This design comes from an exercise in tuning for small area on the open sky130 flow, not from production work.
The RTL was checked by simulation tests, not by an equivalence proof against the original design.
No driver is modelled on the clock port, so clocking that relies on it looks cheaper here than on a real chip.

## the baseline
// top_module
module top_module(
    input pause,
    input reset,
    input select,
    input adjust,
    input clk,
    output [6:0] disNum,
    output [3:0] select_digit,
    output [5:0] counter_sec,
    output clk_1hz
    );
Size: about 160 cells after synthesis, ~33 flip-flops, about 23 I/O pins, roughly 1400 um2 of cells after synthesis.
export LEC_CHECK = 0
export ABC_AREA = 1
export CAP_MARGIN = 20
export CORE_MARGIN = 2
export CORE_UTILIZATION = 40
export SLEW_MARGIN = 20
create_clock -name core_clock -period 10.0 [get_ports {clk}]
standard.sh (not shown) runs the stock make flow with config.mk's settings and CLKGATE_MAP_FILE= SYNTH_SCRIPT=/design/flow/synth_recipe.tcl, a recipe that flattens the netlist after the stock synthesis.
==> flow/flow/run.sh <==
#!/bin/bash
# Layout flow: the standard ORFS flow (standard.sh) with
#  - synthesis: the standard flow's script, but abc maps with each of this folder's
#    abc_*.script files and keeps the smallest mapping (abc_pick.tcl),
#    and the half/full-adder extraction is skipped (ADDER_MAP_FILE empty);
#  - port buffers made from sky130_fd_sc_hd__buf_1;
#  - one tie cell shared by the constant outputs;
#  - the clock buffered by clk_tree.tcl (a few clock buffers fed by the clock
#    port, one per compact group of flip-flops) instead of CTS's H-tree; the
#    smallest choice whose estimated clock-pin slew is within CLK_SLEW_LIMIT.
# Each tool's output goes to a log file in this folder.
set -uo pipefail
here=$(pwd)
export FLOWDIR=$here/flow
export RESULTS=$here/orfs/results/sky130hd/top_module/base
{
  cat $FLOWDIR/abc_pick.tcl
  cat synth_recipe.tcl
} > my_synth.tcl
export BUFFER_PORTS_ARGS="-buffer_cell sky130_fd_sc_hd__buf_1"
args=(SYNTH_SCRIPT=$here/my_synth.tcl ADDER_MAP_FILE= SKIP_REPAIR_TIE_FANOUT=1)

bash standard.sh "${args[@]}" place > standard_place.log 2>&1 || exit 1

export CLK_SLEW_LIMIT=0.108
pick=""
for c in "3 clkbuf_4" "1 clkbuf_16" "2 clkbuf_8" "4 clkbuf_4" "3 clkbuf_8"; do
  set -- $c
  s=$(CLK_GROUPS=$1 CLK_BUF=$2 openroad -no_init -exit $FLOWDIR/clk_pick.tcl 2>&1 | tee -a clk_pick.log | sed -n 's/^SLEW //p')
  echo "choice $c: slew $s" >> clk_pick.log
  if [[ -n "$s" ]] && awk -v s="$s" -v l="$CLK_SLEW_LIMIT" 'BEGIN { exit !(s <= l) }'; then pick="$c"; break; fi
done
[[ -z "$pick" ]] && pick="4 clkbuf_8"
echo "picked $pick" >> clk_pick.log
set -- $pick
export CLK_GROUPS=$1 CLK_BUF=$2
export PRE_CTS_TCL=$FLOWDIR/clk_tree.tcl
# CTS leaves nets already driven by a buffer from its list
export CTS_ARGS="-buf_list sky130_fd_sc_hd__$CLK_BUF -root_buf sky130_fd_sc_hd__$CLK_BUF -dont_use_dummy_load"

bash standard.sh "${args[@]}" finish > standard.log 2>&1
==> flow/flow/abc_ds5.script <==
strash
&get -n
&deepsyn -T 30 -S 5
&dch -f
&nf -p -R 1000
&put
topo
==> flow/flow/abc_ds6.script <==
strash
&get -n
&deepsyn -T 30 -S 6
&dch -f
&nf -p -R 1000
&put
topo
==> flow/flow/abc_ds7.script <==
strash
&get -n
&deepsyn -T 30 -S 7
&dch -f
&nf -p -R 1000
&put
topo
==> flow/flow/abc_ds8.script <==
strash
&get -n
&deepsyn -T 30 -S 8
&dch -f
&nf -p -R 1000
&put
topo
Other scripts of this flow, unchanged in this note and not shown: flow/flow/abc_ds1.script, flow/flow/abc_ds2.script, flow/flow/abc_ds3.script, flow/flow/abc_ds4.script, flow/flow/abc_nf.script, flow/flow/abc_pick.tcl, flow/flow/clk_pick.tcl, flow/flow/clk_tree.tcl
The baseline finished every stage and its layout cleared the timing, design-rule and antenna checks.
diff inputs: the baseline => the candidate
removed: flow/flow/abc_ds5.script
removed: flow/flow/abc_ds6.script
removed: flow/flow/abc_ds7.script
removed: flow/flow/abc_ds8.script
Results
Reported for the baseline and the candidate, total negative setup slack turned out identical to the last digit. Compared the candidate against the baseline; compound-cell area share of the yosys netlist within noise. Reported for the baseline and the candidate, proportion of synthesized flip-flops having asynchronous set or reset turned out identical to the last digit. Diff the baseline..the candidate | number of cells on the critical path | unchanged. The candidate: all stages complete, timing, DRC and antenna checks passed. Per the comparison of the candidate with the baseline, maximum number of pins on one net before global-route repair roughly the same, total placed cells including tap cells closely matched the old numbers, number of synthesized flops with an enable pin stayed essentially flat. Looking at the baseline and the candidate, the initial standard-cell utilization of the core is a wash.

==> separate check: timing with driven ports <==
The flow's constraints put no driver on any port. The routed layouts listed below were extracted and timed again, unchanged, in two steps.
Step 1: set_driving_cell puts a clkbuf_16 on clk and a buf_2 on each other input, an assumption about the parent block.
Step 2 also shifts input and output timing later by t, the mid clock arrival at the registers, as if the neighbouring blocks saw the same clock.
a / b / c = ideal ports / drivers / drivers and shift; a / b = the first two.
run | t, ns | setup slack, ns | cell pins on the clock port's net
the baseline | 0.184 | 5.657 / 5.626 / 5.811 | 2
the candidate | 0.184 | 5.657 / 5.626 / 5.811 | 2
After both steps every run listed still meets setup and hold.
